Source: an optimization exercise on an open RTL-to-GDS flow (aim: small area). Production flows keep margins and buffers that such runs may drop.
In this exercise RTL edits were held to simulation tests only and were not proved equivalent to the original.
Power is estimated from default activity; no workload was simulated.

<file path="flow/run.sh">
#!/bin/bash
# synth_recipe.tcl (not shown) runs the flow's synth.tcl, then flattens the netlist and writes it again
# the make line also repeats each setting of config.mk as NAME=value (left out here)
make -C /OpenROAD-flow-scripts/flow DESIGN_CONFIG=/design/flow/config.mk WORK_HOME=/design/flow/orfs CLKGATE_MAP_FILE= SYNTH_SCRIPT=/design/flow/synth_recipe.tcl finish
</file>
<file path="flow/config.mk">
export PLATFORM = sky130hd
export DESIGN_NAME = alarm_clock_pv
export DESIGN_NICKNAME = alarm_clock_pv
export VERILOG_FILES = /design/flow/design.v
export SDC_FILE = /design/flow/constraint.sdc
export NUM_CORES = 4
export LEC_CHECK = 0
export CAP_MARGIN = 20
export CORE_MARGIN = 2
export CORE_UTILIZATION = 40
export SLEW_MARGIN = 20
</file>
<file path="flow/constraint.sdc">
create_clock -name core_clock -period 50.0 [get_ports {CLK}]
set_input_delay 10.0000 -clock core_clock [delete_from_list [all_inputs] [get_ports {CLK}]]
set_output_delay 10.0000 -clock core_clock [all_outputs]
set_load 0.01 [all_outputs]
</file>
<file path="flow/design.v">
module alarm_clock_pv (input CLK,SW5,SW4,SW3,SW2,SW1,SW0,KEY1,KEY0,
output logic [6:0] SEC_LSB,SEC_MSB,MIN_LSB,MIN_MSB,HR_LSB,HR_MSB,
output logic LED7,LED5,LED4,LED3,LED2,LED1,LED0);
parameter DIV_SIZE = 4;
parameter [DIV_SIZE-1:0] DIV_MAX_1HZ = 4'd12;
parameter [DIV_SIZE-1:0] DIV_MAX_2HZ = 4'd6;
logic clk,reset,clkout,time_set,alarm_set,sethrs1min0,run_clock,activatealarm,alarmreset,runset,alrmA,alrm,clkout1,carry,Maxval,count2,clkt;
logic tick1,tick2,rise2;
logic [7:0]sec,min,hrs,min_alrm,hrs_alrm,secH,secL,minH,minL,hrsH,hrsL,AminH,AminL,AhrsH,AhrsL;
logic [7:0] count2_full;
logic [DIV_SIZE-1:0]count_max,count,count_max1,count1;
logic [6:0] HexSeg0,HexSeg1,HexSeg2,HexSeg3,HexSeg4,HexSeg5;
assign count_max = DIV_MAX_1HZ;
assign count_max1 = DIV_MAX_2HZ;
assign clk = CLK;
assign alarmreset = KEY0;
assign runset = KEY1;
assign activatealarm = SW5;
assign run_clock = SW4;
assign sethrs1min0 = SW3;
assign alarm_set = SW2;
assign time_set = SW1;
assign reset = SW0;
assign SEC_LSB = HexSeg0;
assign SEC_MSB = HexSeg1;
assign MIN_LSB = HexSeg2;
assign MIN_MSB = HexSeg3;
assign HR_LSB = HexSeg4;
assign HR_MSB = HexSeg5;
assign Maxval = 1'b1;
assign count2 = count2_full[0];
always_comb begin
clkt = tick1;
	if (time_set || alarm_set)
	clkt = tick2;
	else
	clkt = tick1;
end
always_comb begin
	HexSeg0 = 0;
	if (alarm_set == 1)
		HexSeg0 [6] = 1;
	 else if (secL == 8'b0)begin
		HexSeg0[6] = 1;
		end
	else if (secL == 8'd1)begin
		HexSeg0[0] = 1; HexSeg0[3] = 1; HexSeg0[4] = 1; HexSeg0[5] = 1; HexSeg0[6] = 1;
		end
	else if (secL == 8'd2)begin
		HexSeg0[2] = 1; HexSeg0[5] = 1;
		end
	else if (secL == 8'd3)begin
		HexSeg0[4] = 1; HexSeg0[5] = 1;
		end
	else if (secL == 8'd4)begin
		HexSeg0[0] = 1; HexSeg0[3] = 1; HexSeg0[4] = 1;
		end
	else if (secL == 8'd5)begin
		HexSeg0[1] = 1; HexSeg0[4] = 1;
		end
	else if (secL == 8'd6)begin
		HexSeg0[1] = 1;
		end
	else if (secL == 8'd7)begin
		HexSeg0[3] = 1; HexSeg0[4] = 1; HexSeg0[5] = 1; HexSeg0[6] = 1;
		end
	else if (secL == 8'd8)begin
		end
	else if (secL == 8'd9)begin
		HexSeg0[4] = 1;
		end
   end
always_comb begin
	HexSeg1 = 0;
	if (alarm_set == 1)
		HexSeg1[6] = 1;
	else if (secH == 8'b0)begin
		HexSeg1[6] = 1;
		end
	else if (secH == 8'd1)begin
		HexSeg1[0] = 1; HexSeg1[3] = 1; HexSeg1[4] = 1; HexSeg1[5] = 1; HexSeg1[6] = 1;
		end
	else if (secH == 8'd2)begin
		HexSeg1[2] = 1; HexSeg1[5] = 1;
		end
	else if (secH == 8'd3)begin
		HexSeg1[4] = 1; HexSeg1[5] = 1;
		end
	else if (secH == 8'd4)begin
		HexSeg1[0] = 1; HexSeg1[3] = 1; HexSeg1[4] = 1;
		end
	else if (secH == 8'd5)begin
		HexSeg1[1] = 1; HexSeg1[4] = 1;
		end
	else if (secH == 8'd6)begin
		HexSeg1[1] = 1;
		end
	else if (secH == 8'd7)begin
		HexSeg1[3] = 1; HexSeg1[4] = 1; HexSeg1[5] = 1; HexSeg1[6] = 1;
		end
	else if (secH == 8'd8)begin
		end
	else if (secH == 8'd9)begin
		HexSeg1[4] = 1;
		end
   end
always_comb begin
	HexSeg2 = 0;
	     if (alarm_set == 1 && AminL == 8'b0)begin
		HexSeg2[6] = 1;
		end
	else if (alarm_set == 0 && minL == 8'b0)begin
		HexSeg2[6] = 1;
		end
	else if (alarm_set == 1 && AminL == 8'd1)begin
		HexSeg2[0] = 1; HexSeg2[3] = 1; HexSeg2[4] = 1; HexSeg2[5] = 1; HexSeg2[6] = 1;
		end
	else if (alarm_set == 0 && minL == 8'd1)begin
		HexSeg2[0] = 1; HexSeg2[3] = 1; HexSeg2[4] = 1; HexSeg2[5] = 1; HexSeg2[6] = 1;
		end
	else if (alarm_set == 1 && AminL == 8'd2)begin
		HexSeg2[2] = 1; HexSeg2[5] = 1;
		end
	else if (alarm_set == 0 && minL == 8'd2)begin
		HexSeg2[2] = 1; HexSeg2[5] = 1;
		end
	else if (alarm_set == 1 && AminL == 8'd3)begin
		HexSeg2[4] = 1; HexSeg2[5] = 1;
		end
	else if (alarm_set == 0 && minL == 8'd3)begin
		HexSeg2[4] = 1; HexSeg2[5] = 1;
		end
	else if (alarm_set == 1 && AminL == 8'd4)begin
		HexSeg2[0] = 1; HexSeg2[3] = 1; HexSeg2[4] = 1;
		end
	else if (alarm_set == 0 && minL == 8'd4)begin
		HexSeg2[0] = 1; HexSeg2[3] = 1; HexSeg2[4] = 1;
		end
	else if (alarm_set == 1 && AminL == 8'd5)begin
		HexSeg2[1] = 1; HexSeg2[4] = 1;
		end
	else if (alarm_set == 0 && minL == 8'd5)begin
		HexSeg2[1] = 1; HexSeg2[4] = 1;
		end
	else if (alarm_set == 1 && AminL == 8'd6)begin
		HexSeg2[1] = 1;
		end
	else if (alarm_set == 0 && minL == 8'd6)begin
		HexSeg2[1] = 1;
		end
	else if (alarm_set == 1 && AminL == 8'd7)begin
		HexSeg2[3] = 1; HexSeg2[4] = 1; HexSeg2[5] = 1; HexSeg2[6] = 1;
		end
	else if (alarm_set == 0 && minL == 8'd7)begin
		HexSeg2[3] = 1; HexSeg2[4] = 1; HexSeg2[5] = 1; HexSeg2[6] = 1;
		end
	else if (alarm_set == 1 && AminL == 8'd8)begin
		end
	else if (alarm_set == 0 && minL == 8'd8)begin
		end
	else if (alarm_set == 1 && AminL == 8'd9)begin
		HexSeg2[4] = 1;
		end
	else if (alarm_set == 0 && minL == 8'd9)begin
		HexSeg2[4] = 1;
		end
   end
always_comb begin
	HexSeg3 = 0;
	     if (alarm_set == 1 && AminH == 8'b0)begin
		HexSeg3[6] = 1;
		end
	else if (alarm_set == 0 && minH == 8'b0)begin
		HexSeg3[6] = 1;
		end
	else if (alarm_set == 1 && AminH == 8'd1)begin
		HexSeg3[0] = 1; HexSeg3[3] = 1; HexSeg3[4] = 1; HexSeg3[5] = 1; HexSeg3[6] = 1;
		end
	else if (alarm_set == 0 && minH == 8'd1)begin
		HexSeg3[0] = 1; HexSeg3[3] = 1; HexSeg3[4] = 1; HexSeg3[5] = 1; HexSeg3[6] = 1;
		end
	else if (alarm_set == 1 && AminH == 8'd2)begin
		HexSeg3[2] = 1; HexSeg3[5] = 1;
		end
	else if (alarm_set == 0 && minH == 8'd2)begin
		HexSeg3[2] = 1; HexSeg3[5] = 1;
		end
	else if (alarm_set == 1 && AminH == 8'd3)begin
		HexSeg3[4] = 1; HexSeg3[5] = 1;
		end
	else if (alarm_set == 0 && minH == 8'd3)begin
		HexSeg3[4] = 1; HexSeg3[5] = 1;
		end
	else if (alarm_set == 1 && AminH == 8'd4)begin
		HexSeg3[0] = 1; HexSeg3[3] = 1; HexSeg3[4] = 1;
		end
	else if (alarm_set == 0 && minH == 8'd4)begin
		HexSeg3[0] = 1; HexSeg3[3] = 1; HexSeg3[4] = 1;
		end
	else if (alarm_set == 1 && AminH == 8'd5)begin
		HexSeg3[1] = 1; HexSeg3[4] = 1;
		end
	else if (alarm_set == 0 && minH == 8'd5)begin
		HexSeg3[1] = 1; HexSeg3[4] = 1;
		end
	else if (alarm_set == 1 && AminH == 8'd6)begin
		HexSeg3[1] = 1;
		end
	else if (alarm_set == 0 && minH == 8'd6)begin
		HexSeg3[1] = 1;
		end
	else if (alarm_set == 1 && AminH == 8'd7)begin
		HexSeg3[3] = 1; HexSeg3[4] = 1; HexSeg3[5] = 1; HexSeg3[6] = 1;
		end
	else if (alarm_set == 0 && minH == 8'd7)begin
		HexSeg3[3] = 1; HexSeg3[4] = 1; HexSeg3[5] = 1; HexSeg3[6] = 1;
		end
	else if (alarm_set == 1 && AminH == 8'd8)begin
		end
	else if (alarm_set == 0 && minH == 8'd8)begin
		end
	else if (alarm_set == 1 && AminH == 8'd9)begin
		HexSeg3[4] = 1;
		end
	else if (alarm_set == 0 && minH == 8'd9)begin
		HexSeg3[4] = 1;
		end
   end
always_comb begin
	HexSeg4 = 0;
	     if (alarm_set == 1 && AhrsL == 8'b0)begin
		HexSeg4[6] = 1;
		end
	else if (alarm_set == 0 && hrsL == 8'b0)begin
		HexSeg4[6] = 1;
		end
	else if (alarm_set == 1 && AhrsL == 8'd1)begin
		HexSeg4[0] = 1; HexSeg4[3] = 1; HexSeg4[4] = 1; HexSeg4[5] = 1; HexSeg4[6] = 1;
		end
	else if (alarm_set == 0 && hrsL == 8'd1)begin
		HexSeg4[0] = 1; HexSeg4[3] = 1; HexSeg4[4] = 1; HexSeg4[5] = 1; HexSeg4[6] = 1;
		end
	else if (alarm_set == 1 && AhrsL == 8'd2)begin
		HexSeg4[2] = 1; HexSeg4[5] = 1;
		end
	else if (alarm_set == 0 && hrsL == 8'd2)begin
		HexSeg4[2] = 1; HexSeg4[5] = 1;
		end
	else if (alarm_set == 1 && AhrsL == 8'd3)begin
		HexSeg4[4] = 1; HexSeg4[5] = 1;
		end
	else if (alarm_set == 0 && hrsL == 8'd3)begin
		HexSeg4[4] = 1; HexSeg4[5] = 1;
		end
	else if (alarm_set == 1 && AhrsL == 8'd4)begin
		HexSeg4[0] = 1; HexSeg4[3] = 1; HexSeg4[4] = 1;
		end
	else if (alarm_set == 0 && hrsL == 8'd4)begin
		HexSeg4[0] = 1; HexSeg4[3] = 1; HexSeg4[4] = 1;
		end
	else if (alarm_set == 1 && AhrsL == 8'd5)begin
		HexSeg4[1] = 1; HexSeg4[4] = 1;
		end
	else if (alarm_set == 0 && hrsL == 8'd5)begin
		HexSeg4[1] = 1; HexSeg4[4] = 1;
		end
	else if (alarm_set == 1 && AhrsL == 8'd6)begin
		HexSeg4[1] = 1;
		end
	else if (alarm_set == 0 && hrsL == 8'd6)begin
		HexSeg4[1] = 1;
		end
	else if (alarm_set == 1 && AhrsL == 8'd7)begin
		HexSeg4[3] = 1; HexSeg4[4] = 1; HexSeg4[5] = 1; HexSeg4[6] = 1;
		end
	else if (alarm_set == 0 && hrsL == 8'd7)begin
		HexSeg4[3] = 1; HexSeg4[4] = 1; HexSeg4[5] = 1; HexSeg4[6] = 1;
		end
	else if (alarm_set == 1 && AhrsL == 8'd8)begin
		end
	else if (alarm_set == 0 && hrsL == 8'd8)begin
		end
	else if (alarm_set == 1 && AhrsL == 8'd9)begin
		HexSeg4[4] = 1;
		end
	else if (alarm_set == 0 && hrsL == 8'd9)begin
		HexSeg4[4] = 1;
		end
   end
always_comb begin
	HexSeg5 = 0;
	     if (alarm_set == 1 && AhrsH == 8'b0) begin
		HexSeg5[6] = 1;
		end
	else if (alarm_set == 0 && hrsH == 8'b0)begin
		HexSeg5[6] = 1;
		end
	else if (alarm_set == 1 && AhrsH == 8'd1)begin
		HexSeg5[0] = 1; HexSeg5[3] = 1; HexSeg5[4] = 1; HexSeg5[5] = 1; HexSeg5[6] = 1;
		end
	else if (alarm_set == 0 && hrsH == 8'd1)begin
		HexSeg5[0] = 1; HexSeg5[3] = 1; HexSeg5[4] = 1; HexSeg5[5] = 1; HexSeg5[6] = 1;
		end
	else if (alarm_set == 1 && AhrsH == 8'd2)begin
		HexSeg5[2] = 1; HexSeg5[5] = 1;
		end
	else if (alarm_set == 0 && hrsH == 8'd2)begin
		HexSeg5[2] = 1; HexSeg5[5] = 1;
		end
	else if (alarm_set == 1 && AhrsH == 8'd3)begin
		HexSeg5[4] = 1; HexSeg5[5] = 1;
		end
	else if (alarm_set == 0 && hrsH == 8'd3)begin
		HexSeg5[4] = 1; HexSeg5[5] = 1;
		end
	else if (alarm_set == 1 && AhrsH == 8'd4)begin
		HexSeg5[0] = 1; HexSeg5[3] = 1; HexSeg5[4] = 1;
		end
	else if (alarm_set == 0 && hrsH == 8'd4)begin
		HexSeg5[0] = 1; HexSeg5[3] = 1; HexSeg5[4] = 1;
		end
	else if (alarm_set == 1 && AhrsH == 8'd5)begin
		HexSeg5[1] = 1; HexSeg5[4] = 1;
		end
	else if (alarm_set == 0 && hrsH == 8'd5)begin
		HexSeg5[1] = 1; HexSeg5[4] = 1;
		end
	else if (alarm_set == 1 && AhrsH == 8'd6)begin
		HexSeg5[1] = 1;
		end
	else if (alarm_set == 0 && hrsH == 8'd6)begin
		HexSeg5[1] = 1;
		end
	else if (alarm_set == 1 && AhrsH == 8'd7)begin
		HexSeg5[3] = 1; HexSeg5[4] = 1; HexSeg5[5] = 1; HexSeg5[6] = 1;
		end
	else if (alarm_set == 0 && hrsH == 8'd7)begin
		HexSeg5[3] = 1; HexSeg5[4] = 1; HexSeg5[5] = 1; HexSeg5[6] = 1;
		end
	else if (alarm_set == 1 && AhrsH == 8'd8)begin
		end
	else if (alarm_set == 0 && hrsH == 8'd8)begin
		end
	else if (alarm_set == 1 && AhrsH == 8'd9)begin
		HexSeg5[4] = 1;
		end
	else if (alarm_set == 0 && hrsH == 8'd9)begin
		HexSeg5[4] = 1;
		end
end
always_comb begin
	LED0 = 0;LED1 = 0; LED2 =0; LED3 = 0; LED4 = 0; LED5 = 0;
	if (SW5)
	LED5 = 1;
	if (SW4)
	LED4 = 1;
	if (SW3)
	LED3 = 1;
	if (SW2)
	LED2 = 1;
	if (SW1)
	LED1 = 1;
	if (SW0)
	LED0 = 1;
   end
always_ff @ (posedge clk or posedge reset) begin
	if (reset)
		LED7 <= 1'b0;
	else if (tick2) begin
		if (alrm == 1)
			LED7 <= count2;
		else
			LED7 <= 1'b0;
		end
   end
alarm_clock A1 (clk,clkt,reset,time_set,alarm_set,sethrs1min0,run_clock,activatealarm,alarmreset,runset,sec,min,hrs,min_alrm,hrs_alrm,alrm);
FreqDiv #(DIV_SIZE) F1 (clk, reset, count_max, count, clkout, tick1);
FreqDiv #(DIV_SIZE) F2 (clk, reset, count_max1, count1, clkout1, tick2);
mlsb_finder s1 (sec,secH,secL);
mlsb_finder m1 (min,minH,minL);
mlsb_finder h1 (hrs,hrsH,hrsL);
mlsb_finder Am1 (min_alrm,AminH,AminL);
mlsb_finder Ah1 (hrs_alrm,AhrsH,AhrsL);
clocktime c1(clk,tick2,alrm,reset,1'b0,{7'b0,Maxval},count2_full,carry,rise2);
endmodule
module alarm_clock(input clk,tick,reset,time_set,alarm_set,sethrs1min0,run_clock,activatealarm,alarmreset,runset,
output logic [7:0] sec,min,hrs,min_alrm,hrs_alrm,
output logic alrm);
logic carry_scl_1,carry_mcl_1,carry_hcl_1,carry_scl_2,carry_mcl_2,carry_hcl_2,minset,hrset,minsetA,hrsetA,runset_A;
logic [7:0] sec2;
	always_comb begin
	minset = 0; hrset =0;
		if (sethrs1min0 == 1 && time_set == 1 && runset == 0)begin
			minset = 0;
			hrset  = 1;
			end
		if (sethrs1min0 == 0 && time_set == 1 && runset == 0)begin
			minset = 1;
			hrset = 0;
			end
		end
	always_comb begin
	minsetA = 0; hrsetA = 0;
		if (sethrs1min0 == 1 && alarm_set == 1 && runset == 0)begin
			minsetA = 0;
			hrsetA  = 1;
			end
		if (sethrs1min0 == 0 && alarm_set == 1 && runset == 0)begin
			minsetA = 1;
			hrsetA  = 0;
			end
		end
	always_comb 
		begin
		alrm = 0;
		if (run_clock == 1 && activatealarm == 1 && alarmreset == 1 && hrs_alrm == hrs && min_alrm == min && hrs != 0 && min != 0)begin
			alrm = 1;
			end
		else if (run_clock == 1 && alarmreset == 0)begin
			alrm = 0;
			end
		end
timer t1 (clk,tick,run_clock,reset,1'b0,time_set,minset,hrset,sec,min,hrs,carry_scl_1,carry_mcl_1,carry_hcl_1);
timer a1 (clk,tick,!runset,reset,!alarmreset,alarm_set,minsetA,hrsetA,sec2,min_alrm,hrs_alrm,carry_scl_2,carry_mcl_2,carry_hcl_2);
endmodule
module timer (input clk, tick, freerun_t, reset_t, clear_t, set, minset, hrset, output logic [7:0] seconds,minutes,hours, output carry_scl_1, carry_mcl_1, carry_hcl_1);
localparam fiftynine = 8'd59, twentythree = 8'd23;
logic set_min_t,set_hr_t,carry_scl, carry_mcl, carry_hcl, carry_scl_, carry_mcl_;
logic rise_scl, rise_mcl, rise_hcl;
assign set_min_t = minset;
assign set_hr_t = hrset;
assign carry_scl_1 = carry_scl;
assign carry_mcl_1 = carry_mcl;
assign carry_hcl_1 = carry_hcl;
	always_comb begin
		if (set&&minset)
		carry_scl_ = tick;
		else
		carry_scl_ = rise_scl;
		end
	always_comb begin
		if (set&&hrset)
		carry_mcl_ = tick;
		else
		carry_mcl_ = rise_mcl;
		end
clocktime SecClock (clk, tick, freerun_t, reset_t, clear_t, fiftynine, seconds, carry_scl, rise_scl);
clocktime MinClock (clk, carry_scl_, freerun_t|set_min_t,reset_t, clear_t, fiftynine, minutes, carry_mcl, rise_mcl);
clocktime HrClock (clk, carry_mcl_, freerun_t|set_hr_t,reset_t, clear_t, twentythree, hours, carry_hcl, rise_hcl);
endmodule
module clocktime (input clk, en, freerun, reset, clear, input [7:0] Maxval, output logic [7:0] count, output logic carry, output logic rise);
   always_ff @ (posedge clk or posedge reset)begin
	if (reset) begin
	   count <= 0;
	   carry <= 0;
	   end
	else if (clear) begin
	   count <= 0;
	   carry <= 0;
	   end
	else if (en)
	   if (freerun)
		if (count < Maxval) begin
		   count <= count + 8'd1;
		   carry <= 0;
		   end
		else begin
		    count <=0;
		    carry <=1;
		    end
	end
   assign rise = en && freerun && !clear && !(count < Maxval) && !carry;
endmodule
module FreqDiv #(parameter Size = 5)(input clk, reset, input [Size-1:0] count_max, output logic [Size-1:0] count, output logic clkout, output logic tick);
always_ff @ (posedge clk or posedge reset)begin
	if (reset) begin
		count <= {Size{1'b0}};
		clkout <= 1'b0;
		end
	else if(count < count_max)
		count <= count + {{(Size-1){1'b0}},1'b1};
	else 	begin 
		count <= {Size{1'b0}};
		clkout <= ~clkout;
		end
	end
assign tick = !(count < count_max) && !clkout;
endmodule
module mlsb_finder (input [7:0] num, output logic [7:0] numH, numL);
function [7:0] msblsb;
input [7:0] A;
integer i;
msblsb = 0;
for (i=0;i<=9;i=i+1)
	if (A>=8'd10*(i[7:0]+8'd1))
	   msblsb = i[7:0]+8'd1;
endfunction
always_comb begin
	numH = msblsb(num);
	numL = num-numH*10;
end
endmodule
</file>
==> impl_metrics.tcl <==
set metrics [dict create \
    synth_area_leaders "dfrtp_1, ha_1, a21oi_1" \
    crit_fanout 36 \
    rows 51 \
    gr-usage-all-layers_pct 18.8 \
    synth-compound-area-share_pct 24.0 \
    cts_buffers 9 \
    worstHoldStart "F2.count[3]" \
    synthFlopType "dfrtp_1" \
    grtUsageMet1_pct 28.0 \
    grt_util_met3_pct 2.58 \
    synth_top_family_by_area "simple AND/OR/NAND/NOR gates" \
    grt.busiest_layer "met2" \
    final_net_count 1102 \
    synthMuxAreaShare_pct 1.73 \
    rsz0062_at_grt "no" \
    synth-adder-area-share_pct 13.7 \
    clockRootBuffer "clkbuf_16" \
    path_clk_slew_ns 0.06 \
    grt_overflow 0 \
    period_share_pct 45.8 \
    syn-cell-area_um2 7900 \
    dp_hpwl_um 13900 \
    tns_ns 0 \
    drive_gt1_share_pct 3.93 \
    p_seq_share_pct 22.5 \
    start_util_pct 40.7 \
    hold_viol_final 0 \
    placed_area_um2 8510 \
    grt_pass1_vias 6508 \
    peakVddDrop_uv 72.7 \
    leakage_nw 3.78 \
    drv_cap 0 \
    dr_total_vias 7213 \
    ctsHtreeMaxLevel 3 \
    synthArstFlopShare_pct 100 \
    antenna_left 0 \
    p_int_mw 0.207 \
    synthCells 1015 \
    setup_viol 0 \
    grt_max_degree 72 \
    min_to "F2.count[2]" \
    synth_seq_cells 71 \
    synthesis.nets 1102 \
    combPwrFrac_pct 61.2 \
    rrSetupSlack_ns 47.25 \
    power_mw 0.378 \
    antenna_found_initial 1 \
    start_kind "input port" \
    die_y_um 145 \
    wl_um 19100 \
    ys_seq_area_share_pct 22.5 \
    min_delay_path_depth 1 \
    met2_usage_pct 29.1 \
    drv_slew 0 \
    outcome "timing/DRC/antenna clean" \
    core_area_um2 19400 \
    firstDrtPassIters 5 \
    swShare_pct 45.2 \
    critPathRequiredTime_ns 40.00 \
    grt_pass1_wl_um 32300 \
    tightest_slew_ns 0.955 \
    post_cts_buffers 0 \
    avgSynthCellArea_um2 7.78 \
    layout_min_cycle_time_ns 22.89 \
    p_per_area_nw_per_um2 42.9 \
    cts_resized 0 \
    slew_headroom_pct 35.3 \
    yosys.area_share.simple_pct 25.0 \
    die_w_um 145 \
    place_congestion 0.883 \
    synth_top_area_cell "dfrtp_1" \
    clk_latency_ns 0.33 \
    r2r-start "F2.count[1]" \
    cts_hold_buf 0 \
    hold_class "reg2reg" \
    clock.fmax_mhz 43.7 \
    synth_xor_area_share_pct 5.88 \
    wl_per_cell_um 14.9 \
    synth_edf_count 0 \
    p_sw_mw 0.171 \
    netlist.area_leader.share_pct 22.5 \
    power_frac_clock_pct 16.4 \
    die-area_um2 20900 \
    clock_tree.buffer_depth 2 \
    clkSinkCount 71 \
    finClkSkew_ns 0.00795 \
    finalInstanceArea_um2 8800 \
    cts_tree "built" \
    worst_ep_arrival_time_ns 12.89 \
    final_core_util_pct 45.4 \
    drcViolationCount 0 \
    critPathKind "in2out" \
    ios 58 \
    numPortBuffers 57 \
    vias_per_cell 5.62 \
    drt_iter0_drc 510 \
    synthDistinctLibCells 85 \
    yosys_warnings 6 \
    rr_worst_depth 7 \
    syn2layout_area_growth_pct 11.5 \
    r2r_end "A1.a1.HrClock.count[3]" \
    cp-end-kind "primary output" \
]
-- layout by cell type, fill, tap and decap left out, types with 5 or more instances in the layout --
master	instances
o21ai_0	57
fa_1	10
xnor2_1	19
o41ai_1	5
dfrtp_1	71
clkbuf_16	9
mux2i_1	8
nand2b_1	30
a211oi_1	7
and3_1	13
or2_2	9
inv_1	65
nand3_1	36
o2111ai_1	7
a21o_1	13
and2_1	24
ha_1	68
nand4_1	9
or3_1	11
o22a_1	5
nor3b_1	5
o21a_1	9
o22ai_1	9
nor2_1	62
o211ai_1	10
o31ai_1	15
o21ai_1	6
nor3_1	37
a21oi_1	74
nor4_1	11
clkdlybuf4s50_1	57
xor2_1	34
nand2_1	76
nor2b_1	18
nand3b_1	8
a31oi_1	13
-- sequential cells by signal (all words and copies together), names as in the netlist --
signal                flops
A1.a1.MinClock.count      8
F2.count                  4
A1.t1.MinClock.count      8
A1.t1.HrClock.count       8
F1.count                  4
A1.t1.SecClock.carry      1
A1.t1.MinClock.carry      1
A1.a1.HrClock.count       8
A1.a1.SecClock.carry      1
A1.t1.SecClock.count      8
c1.count                  8
A1.a1.SecClock.count      8
F2.clkout                 1
F1.clkout                 1
A1.a1.MinClock.carry      1
LED7                      1
-- power groups by stage --
stage	logic, mW	clock network, mW	registers, mW
2_1_floorplan	0.190	0	0.0704
3_5_place_dp	0.229	0	0.0859
4_1_cts	0.230	0.0637	0.0848
3_3_place_gp	0.229	0	0.0859
6_report	0.231	0.0619	0.0848
5_1_grt	0.262	0.0664	0.0873
-- layout make-up --
type	instances	area [um^2]
clock inverter	5	61.3
clock buffer	9	225
timing repair buffer	61	598
antenna	1	2.50
multi-input combinational	805	5550
inverter	67	251
fill	1973	10600
sequential	71	1780
tap	265	332
-- synthesized netlist by cell type (10+ instances only) --
master and number:
a21o_1 13, a21oi_1 74, a31oi_1 13, and2_1 24, and3_1 13, buf_2 11, clkbuf_1 54, dfrtp_1 71
fa_1 10, ha_1 68, inv_1 66, nand2_1 76, nand2b_1 30, nand3_1 36, nor2_1 62, nor2b_1 18
nor3_1 37, nor4_1 11, o211ai_1 10, o21ai_0 57, o31ai_1 15, or3_1 11, xnor2_1 19, xor2_1 34
-- logic make-up after synthesis --
logic type	after synthesis
flip-flops	71
XOR/XNOR	53
buffers and inverters	139
other	1
multiplexers	12
AO/OA/AOI/OAI	286
adder cells (fa/ha/maj)	81
AND/OR/NAND/NOR	372
-- per-stage QoR --
step | worst slack, ns | hold slack, ns | std cells
after floorplan | 28.65 | 0.404 | 1015
after global placement | 27.28 | 0.416 | 1268
after detailed placement | 27.20 | 0.419 | 1269
after CTS | 27.20 | 0.428 | 1283
after global routing | 26.97 | 0.458 | 1284
final | 27.11 | 0.429 | 1284
-- metal layers --
layer	part of all wire, %	up-vias	routed length, um
met3	3.6	10	680
met2	45	143	8680
li1	-	3683	-
met4	0.58	0	111
met5	0	-	0
met1	50	3377	9600
-- worst max-delay path, cell delays in order --
cell             delay [ns]
clkdlybuf4s50_1        0.39
buf_4                  0.26
inv_1                  0.37
o221a_2                0.26
o221ai_1               0.12
nor3_1                 0.50
a32oi_1                0.25
o211ai_1               0.15
clkdlybuf4s50_1        0.56
-- worst max path at each step --
stage                             to  start  cells past startpoint
after floorplan            HR_LSB[4]    SW2                      7
after global placement    MIN_LSB[5]    SW2                      9
after detailed placement  MIN_LSB[5]    SW2                      9
after CTS                 MIN_LSB[5]    SW2                      9
after global routing      MIN_LSB[4]    SW2                      9
final                     MIN_LSB[5]    SW2                      9

-- afterwards: timing with drivers on the ports --
The results above use ideal ports. As a check the final layout listed here was re-extracted and re-timed, cells and wires unchanged.
Step 1 assumes that a clkbuf_16 drives the clock port and a buf_2 every other input.
Step 2 times the ports against the registers' clock, not the clock port: input delays grow and output delays shrink by t, the midpoint of the rising clock arrivals with the driver on.
Slacks: ideal / step 1 / step 2; pairs: ideal / step 1.
t (ns): 0.362
setup WS [ns]: 27.112 / 27.092 / 27.092
worst setup path at the end: input to output
After both steps this run still meets setup and hold. The setup slack of this run moves by -0.020 ns with the drivers and by -0.020 ns with both steps.
